Background: an optimization exercise with open tools, aiming at small area. Do not read the settings as production practice.
RTL that was checked went through simulation tests only; none was proved equivalent to the original.
Power figures rest on the tool's default switching activity, not on a simulated workload.

==> flow/design.v <==
module CPU(
    clk,
    inst,
    reset,
    address,
    out_data,
    store
);
    input clk;
    input reset;
    input [7:0] inst;
    output [7:0] address;
    output [7:0] out_data;
    output store;
    reg [7:0] ir;
    reg [7:0] pc;
    reg [7:0] r0, r1, r2, r3;
    wire [3:0] op = ir[7:4];
    always @(posedge clk) begin
        ir[3:0] <= inst[3:0];
        ir[6]   <= inst[6];
        ir[7]   <= inst[7] & ~reset;
        ir[5]   <= inst[5] | reset;
        ir[4]   <= inst[4] | reset;
    end
    wire [3:0] irn;
    g_inv u_irn0 (.a(ir[0]), .y(irn[0]));
    g_inv u_irn1 (.a(ir[1]), .y(irn[1]));
    g_inv u_irn2 (.a(ir[2]), .y(irn[2]));
    g_inv u_irn3 (.a(ir[3]), .y(irn[3]));
    wire ena, enb, cin;
    g_nand2 u_ena (.a(op[1]), .b(op[0]), .y(ena));
    g_inv   u_enb (.a(op[1]), .y(enb));
    g_or2   u_cin (.a(op[1]), .b(op[0]), .y(cin));
    wire [3:0] na, nb, nal, nbl;
    g_nand3 u_nal0 (.a(irn[3]), .b(irn[2]), .c(ena), .y(nal[0]));
    g_nand3 u_nal1 (.a(irn[3]), .b(ir[2]),  .c(ena), .y(nal[1]));
    g_nand3 u_nal2 (.a(ir[3]),  .b(irn[2]), .c(ena), .y(nal[2]));
    g_nand3 u_nal3 (.a(ir[3]),  .b(ir[2]),  .c(ena), .y(nal[3]));
    g_nand3 u_nbl0 (.a(irn[1]), .b(irn[0]), .c(enb), .y(nbl[0]));
    g_nand3 u_nbl1 (.a(irn[1]), .b(ir[0]),  .c(enb), .y(nbl[1]));
    g_nand3 u_nbl2 (.a(ir[1]),  .b(irn[0]), .c(enb), .y(nbl[2]));
    g_nand3 u_nbl3 (.a(ir[1]),  .b(ir[0]),  .c(enb), .y(nbl[3]));
    g_nand3 u_na0 (.a(irn[3]), .b(irn[2]), .c(ena), .y(na[0]));
    g_nand3 u_na1 (.a(irn[3]), .b(ir[2]),  .c(ena), .y(na[1]));
    g_nand3 u_na2 (.a(ir[3]),  .b(irn[2]), .c(ena), .y(na[2]));
    g_nand3 u_na3 (.a(ir[3]),  .b(ir[2]),  .c(ena), .y(na[3]));
    g_nand3 u_nb0 (.a(irn[1]), .b(irn[0]), .c(enb), .y(nb[0]));
    g_nand3 u_nb1 (.a(irn[1]), .b(ir[0]),  .c(enb), .y(nb[1]));
    g_nand3 u_nb2 (.a(ir[1]),  .b(irn[0]), .c(enb), .y(nb[2]));
    g_nand3 u_nb3 (.a(ir[1]),  .b(ir[0]),  .c(enb), .y(nb[3]));
    wire [7:0] a, b, bx, alu;
    wire [7:0] c;
    assign c[0] = cin;
    genvar i;
    generate
        for (i = 0; i < 8; i = i + 1) begin : g_bit
            rd_mux u_ma (.r0(r0[i]), .r1(r1[i]), .r2(r2[i]), .r3(r3[i]), .n(i < 2 ? nal : na), .y(a[i]));
            rd_mux u_mb (.r0(r0[i]), .r1(r1[i]), .r2(r2[i]), .r3(r3[i]), .n(i < 2 ? nbl : nb), .y(b[i]));
            g_xor2 u_bx (.a(b[i]), .b(op[0]), .y(bx[i]));
            if (i < 7) begin : g_lo
                g_fa u_fa (.a(a[i]), .b(bx[i]), .ci(c[i]), .s(alu[i]), .co(c[i+1]));
            end else begin : g_hi
                wire t;
                g_xor2 u_x0 (.a(a[i]), .b(c[i]), .y(t));
                g_xor2 u_x1 (.a(t), .b(bx[i]), .y(alu[i]));
            end
        end
    endgenerate
    wire keep, ldr, we, rstn;
    g_inv   u_rstn (.a(reset), .y(rstn));
    g_nor2  u_keep (.a(op[2]), .b(reset), .y(keep));
    g_and2  u_ldr  (.a(op[2]), .b(rstn), .y(ldr));
    g_orn   u_we   (.a(op[3]), .bn(op[1]), .y(we));
    wire [1:0] wdr;
    wire kn;
    g_a22o u_wd0 (.a1(alu[0]), .a2(keep), .b1(ir[0]), .b2(ldr), .y(wdr[0]));
    g_a22o u_wd1 (.a1(alu[1]), .a2(keep), .b1(ir[1]), .b2(ldr), .y(wdr[1]));
    g_or2  u_kn  (.a(op[2]), .b(reset), .y(kn));
    wire [3:0] enn, en;
    g_a31oi u_en0 (.a1(we), .a2(irn[3]), .a3(irn[2]), .b(reset), .y(enn[0]));
    g_a31oi u_en1 (.a1(we), .a2(irn[3]), .a3(ir[2]),  .b(reset), .y(enn[1]));
    g_a31oi u_en2 (.a1(we), .a2(ir[3]),  .a3(irn[2]), .b(reset), .y(enn[2]));
    g_a31oi u_en3 (.a1(we), .a2(ir[3]),  .a3(ir[2]),  .b(reset), .y(enn[3]));
    g_inv u_enp0 (.a(enn[0]), .y(en[0]));
    g_inv u_enp1 (.a(enn[1]), .y(en[1]));
    g_inv u_enp2 (.a(enn[2]), .y(en[2]));
    g_inv u_enp3 (.a(enn[3]), .y(en[3]));
    wire [3:0] ek;
    g_nor2 u_ek0 (.a(enn[0]), .b(kn), .y(ek[0]));
    g_nor2 u_ek1 (.a(enn[1]), .b(kn), .y(ek[1]));
    g_nor2 u_ek2 (.a(enn[2]), .b(kn), .y(ek[2]));
    g_nor2 u_ek3 (.a(enn[3]), .b(kn), .y(ek[3]));
    wire [7:0] d0, d1, d2, d3;
    generate
        for (i = 0; i < 2; i = i + 1) begin : g_rfl
            g_a22o u_d0 (.a1(en[0]), .a2(wdr[i]), .b1(enn[0]), .b2(r0[i]), .y(d0[i]));
            g_a22o u_d1 (.a1(en[1]), .a2(wdr[i]), .b1(enn[1]), .b2(r1[i]), .y(d1[i]));
            g_a22o u_d2 (.a1(en[2]), .a2(wdr[i]), .b1(enn[2]), .b2(r2[i]), .y(d2[i]));
            g_a22o u_d3 (.a1(en[3]), .a2(wdr[i]), .b1(enn[3]), .b2(r3[i]), .y(d3[i]));
        end
        for (i = 2; i < 8; i = i + 1) begin : g_rfh
            g_a22o u_d0 (.a1(ek[0]), .a2(alu[i]), .b1(enn[0]), .b2(r0[i]), .y(d0[i]));
            g_a22o u_d1 (.a1(ek[1]), .a2(alu[i]), .b1(enn[1]), .b2(r1[i]), .y(d1[i]));
            g_a22o u_d2 (.a1(ek[2]), .a2(alu[i]), .b1(enn[2]), .b2(r2[i]), .y(d2[i]));
            g_a22o u_d3 (.a1(ek[3]), .a2(alu[i]), .b1(enn[3]), .b2(r3[i]), .y(d3[i]));
        end
    endgenerate
    always @(posedge clk) begin
        r0 <= d0;
        r1 <= d1;
        r2 <= d2;
        r3 <= d3;
    end
    wire op3n;
    g_inv u_op3n (.a(op[3]), .y(op3n));
    wire [3:0] bi;
    g_nand2 u_b0 (.a(irn[0]), .b(op[3]), .y(bi[0]));
    g_nor2  u_b1 (.a(irn[1]), .b(op3n), .y(bi[1]));
    g_nor2  u_b2 (.a(irn[2]), .b(op3n), .y(bi[2]));
    g_nor2  u_b3 (.a(irn[3]), .b(op3n), .y(bi[3]));
    wire [7:0] npc, pcd, addr;
    wire [7:1] k;
    g_ha  u_p0 (.a(pc[0]), .b(bi[0]), .s(npc[0]), .co(k[1]));
    g_fa  u_p1 (.a(pc[1]), .b(bi[1]), .ci(k[1]), .s(npc[1]), .co(k[2]));
    g_fa  u_p2 (.a(pc[2]), .b(bi[2]), .ci(k[2]), .s(npc[2]), .co(k[3]));
    g_fa  u_p3 (.a(pc[3]), .b(bi[3]), .ci(k[3]), .s(npc[3]), .co(k[4]));
    g_ha  u_p4 (.a(pc[4]), .b(k[4]), .s(npc[4]), .co(k[5]));
    g_ha  u_p5 (.a(pc[5]), .b(k[5]), .s(npc[5]), .co(k[6]));
    g_ha  u_p6 (.a(pc[6]), .b(k[6]), .s(npc[6]), .co(k[7]));
    g_xor2 u_p7 (.a(pc[7]), .b(k[7]), .y(npc[7]));
    generate
        for (i = 0; i < 8; i = i + 1) begin : g_pc
            g_and2 u_pcr (.a(npc[i]), .b(rstn), .y(pcd[i]));
            g_a22o u_adr (.a1(npc[i]), .a2(op[3]), .b1(pc[i]), .b2(op3n), .y(addr[i]));
        end
    endgenerate
    always @(posedge clk)
        pc <= pcd;
    assign store = op[1] & ~op[0];
    assign out_data = alu;
    assign address = addr;
endmodule
module rd_mux(r0, r1, r2, r3, n, y);
    input r0, r1, r2, r3;
    input [3:0] n;
    output y;
    wire x01, x23;
    g_o22ai u_01 (.a1(r0), .a2(n[0]), .b1(r1), .b2(n[1]), .y(x01));
    g_o22ai u_23 (.a1(r2), .a2(n[2]), .b1(r3), .b2(n[3]), .y(x23));
    g_nor2  u_y  (.a(x01), .b(x23), .y(y));
endmodule
module g_inv(a, y);
    input a; output y;
    assign y = ~a;
endmodule
module g_nand2(a, b, y);
    input a, b; output y;
    assign y = ~(a & b);
endmodule
module g_nor2(a, b, y);
    input a, b; output y;
    assign y = ~(a | b);
endmodule
module g_or2(a, b, y);
    input a, b; output y;
    assign y = a | b;
endmodule
module g_and2(a, b, y);
    input a, b; output y;
    assign y = a & b;
endmodule
module g_orn(a, bn, y);
    input a, bn; output y;
    assign y = a | ~bn;
endmodule
module g_nand3(a, b, c, y);
    input a, b, c; output y;
    assign y = ~(a & b & c);
endmodule
module g_xor2(a, b, y);
    input a, b; output y;
    assign y = a ^ b;
endmodule
module g_o22ai(a1, a2, b1, b2, y);
    input a1, a2, b1, b2; output y;
    assign y = ~((a1 | a2) & (b1 | b2));
endmodule
module g_a22o(a1, a2, b1, b2, y);
    input a1, a2, b1, b2; output y;
    assign y = (a1 & a2) | (b1 & b2);
endmodule
module g_a31oi(a1, a2, a3, b, y);
    input a1, a2, a3, b; output y;
    assign y = ~((a1 & a2 & a3) | b);
endmodule
module g_ha(a, b, s, co);
    input a, b; output s, co;
    assign s = a ^ b;
    assign co = a & b;
endmodule
module g_fa(a, b, ci, s, co);
    input a, b, ci; output s, co;
    assign s = a ^ b ^ ci;
    assign co = (a & b) | (ci & (a ^ b));
endmodule
==> flow/config.mk <==
export PLATFORM = sky130hd
export DESIGN_NAME = CPU
export DESIGN_NICKNAME = CPU
export VERILOG_FILES = /design/flow/design.v
export SDC_FILE = /design/flow/constraint.sdc
export NUM_CORES = 4
export LEC_CHECK = 0
export CAP_MARGIN = 20
export CORE_MARGIN = 2
export CORE_UTILIZATION = 40
export SLEW_MARGIN = 20
export SYNTH_HIERARCHICAL = 1
==> flow/constraint.sdc <==
create_clock -name core_clock -period 6.0 [get_ports {clk}]
set_input_delay 1.2000 -clock core_clock [delete_from_list [all_inputs] [get_ports {clk}]]
set_output_delay 1.2000 -clock core_clock [all_outputs]
set_load 0.01 [all_outputs]
standard.sh (not shown) runs the stock make flow with config.mk's settings and CLKGATE_MAP_FILE= SYNTH_SCRIPT=/design/flow/synth_recipe.tcl, a recipe that flattens the netlist after the stock synthesis.
==> flow/flow/run.sh <==
#!/bin/bash
set -e
export BUFFER_PORTS_ARGS="-buffer_cell sky130_fd_sc_hd__buf_1"
export CTS_ARGS="-sink_clustering_enable -repair_clock_nets -buf_list sky130_fd_sc_hd__clkbuf_8 -sink_clustering_size 30 -dont_use_dummy_load"
bash standard.sh > standard.log 2>&1
Rerun with:
--- a/flow/design.v
+++ b/flow/design.v
@@ -30,15 +30,11 @@
     g_inv u_irn3 (.a(ir[3]), .y(irn[3]));
     wire ena, enb, cin;
     g_nand2 u_ena (.a(op[1]), .b(op[0]), .y(ena));
     g_inv   u_enb (.a(op[1]), .y(enb));
     g_or2   u_cin (.a(op[1]), .b(op[0]), .y(cin));
-    wire [3:0] na, nb, nal, nbl;
-    g_nand3 u_nal0 (.a(irn[3]), .b(irn[2]), .c(ena), .y(nal[0]));
-    g_nand3 u_nal1 (.a(irn[3]), .b(ir[2]),  .c(ena), .y(nal[1]));
-    g_nand3 u_nal2 (.a(ir[3]),  .b(irn[2]), .c(ena), .y(nal[2]));
-    g_nand3 u_nal3 (.a(ir[3]),  .b(ir[2]),  .c(ena), .y(nal[3]));
+    wire [3:0] na, nb, nbl;
     g_nand3 u_nbl0 (.a(irn[1]), .b(irn[0]), .c(enb), .y(nbl[0]));
     g_nand3 u_nbl1 (.a(irn[1]), .b(ir[0]),  .c(enb), .y(nbl[1]));
     g_nand3 u_nbl2 (.a(ir[1]),  .b(irn[0]), .c(enb), .y(nbl[2]));
     g_nand3 u_nbl3 (.a(ir[1]),  .b(ir[0]),  .c(enb), .y(nbl[3]));
     g_nand3 u_na0 (.a(irn[3]), .b(irn[2]), .c(ena), .y(na[0]));
@@ -53,19 +49,19 @@
     wire [7:0] c;
     assign c[0] = cin;
     genvar i;
     generate
         for (i = 0; i < 8; i = i + 1) begin : g_bit
-            rd_mux u_ma (.r0(r0[i]), .r1(r1[i]), .r2(r2[i]), .r3(r3[i]), .n(i < 2 ? nal : na), .y(a[i]));
+            rd_mux u_ma (.r0(r0[i]), .r1(r1[i]), .r2(r2[i]), .r3(r3[i]), .n(na), .y(a[i]));
             rd_mux u_mb (.r0(r0[i]), .r1(r1[i]), .r2(r2[i]), .r3(r3[i]), .n(i < 2 ? nbl : nb), .y(b[i]));
             g_xor2 u_bx (.a(b[i]), .b(op[0]), .y(bx[i]));
             if (i < 7) begin : g_lo
                 g_fa u_fa (.a(a[i]), .b(bx[i]), .ci(c[i]), .s(alu[i]), .co(c[i+1]));
             end else begin : g_hi
                 wire t;
-                g_xor2 u_x0 (.a(a[i]), .b(c[i]), .y(t));
-                g_xor2 u_x1 (.a(t), .b(bx[i]), .y(alu[i]));
+                g_xor2 u_x0 (.a(a[i]), .b(bx[i]), .y(t));
+                g_xor2 u_x1 (.a(t), .b(c[i]), .y(alu[i]));
             end
         end
     endgenerate
     wire keep, ldr, we, rstn;
     g_inv   u_rstn (.a(reset), .y(rstn));
What happened: The changed run ran to the end with no violations. Power is lower by about 0.7%. Hold slack hardly moves. Sequential share of layout area came out lower by 0.42 points. Flip-flop and latch count stays the same. Sequential power is about the same. Global-route usage climbs by 2.5 points. Combinational power went down by about 3%. Via count rises by 2.8%. Wire length went up by 13%. Worst setup slack gets better by 0.031 ns.
Only the layout flow was run in the second run of this note; the RTL was not checked for function there.

## what the ideal ports hide
How much do the figures lean on ideal ports? The routed layouts below were timed once more, with nothing changed but the port constraints.
Step 1 sets driving cells, clkbuf_16 on the clock port and buf_2 on the other inputs (assumed; they add their load-dependent delay and slew).
Step 2 also shifts input and output timing later by t, the mid clock arrival at the registers, as if the neighbouring blocks saw the same clock.
Slacks: ideal ports / drivers / drivers and shift; pairs: ideal ports / drivers.
run | t (ns) | slack for setup (ns) | worst data-port slew with drivers (ns)
the first run | 0.324 | 0.199 / 0.169 / 0.493 | 0.03
the second run | 0.326 | 0.230 / 0.203 / 0.529 | 0.03
After both steps setup and hold are still met in every run listed.
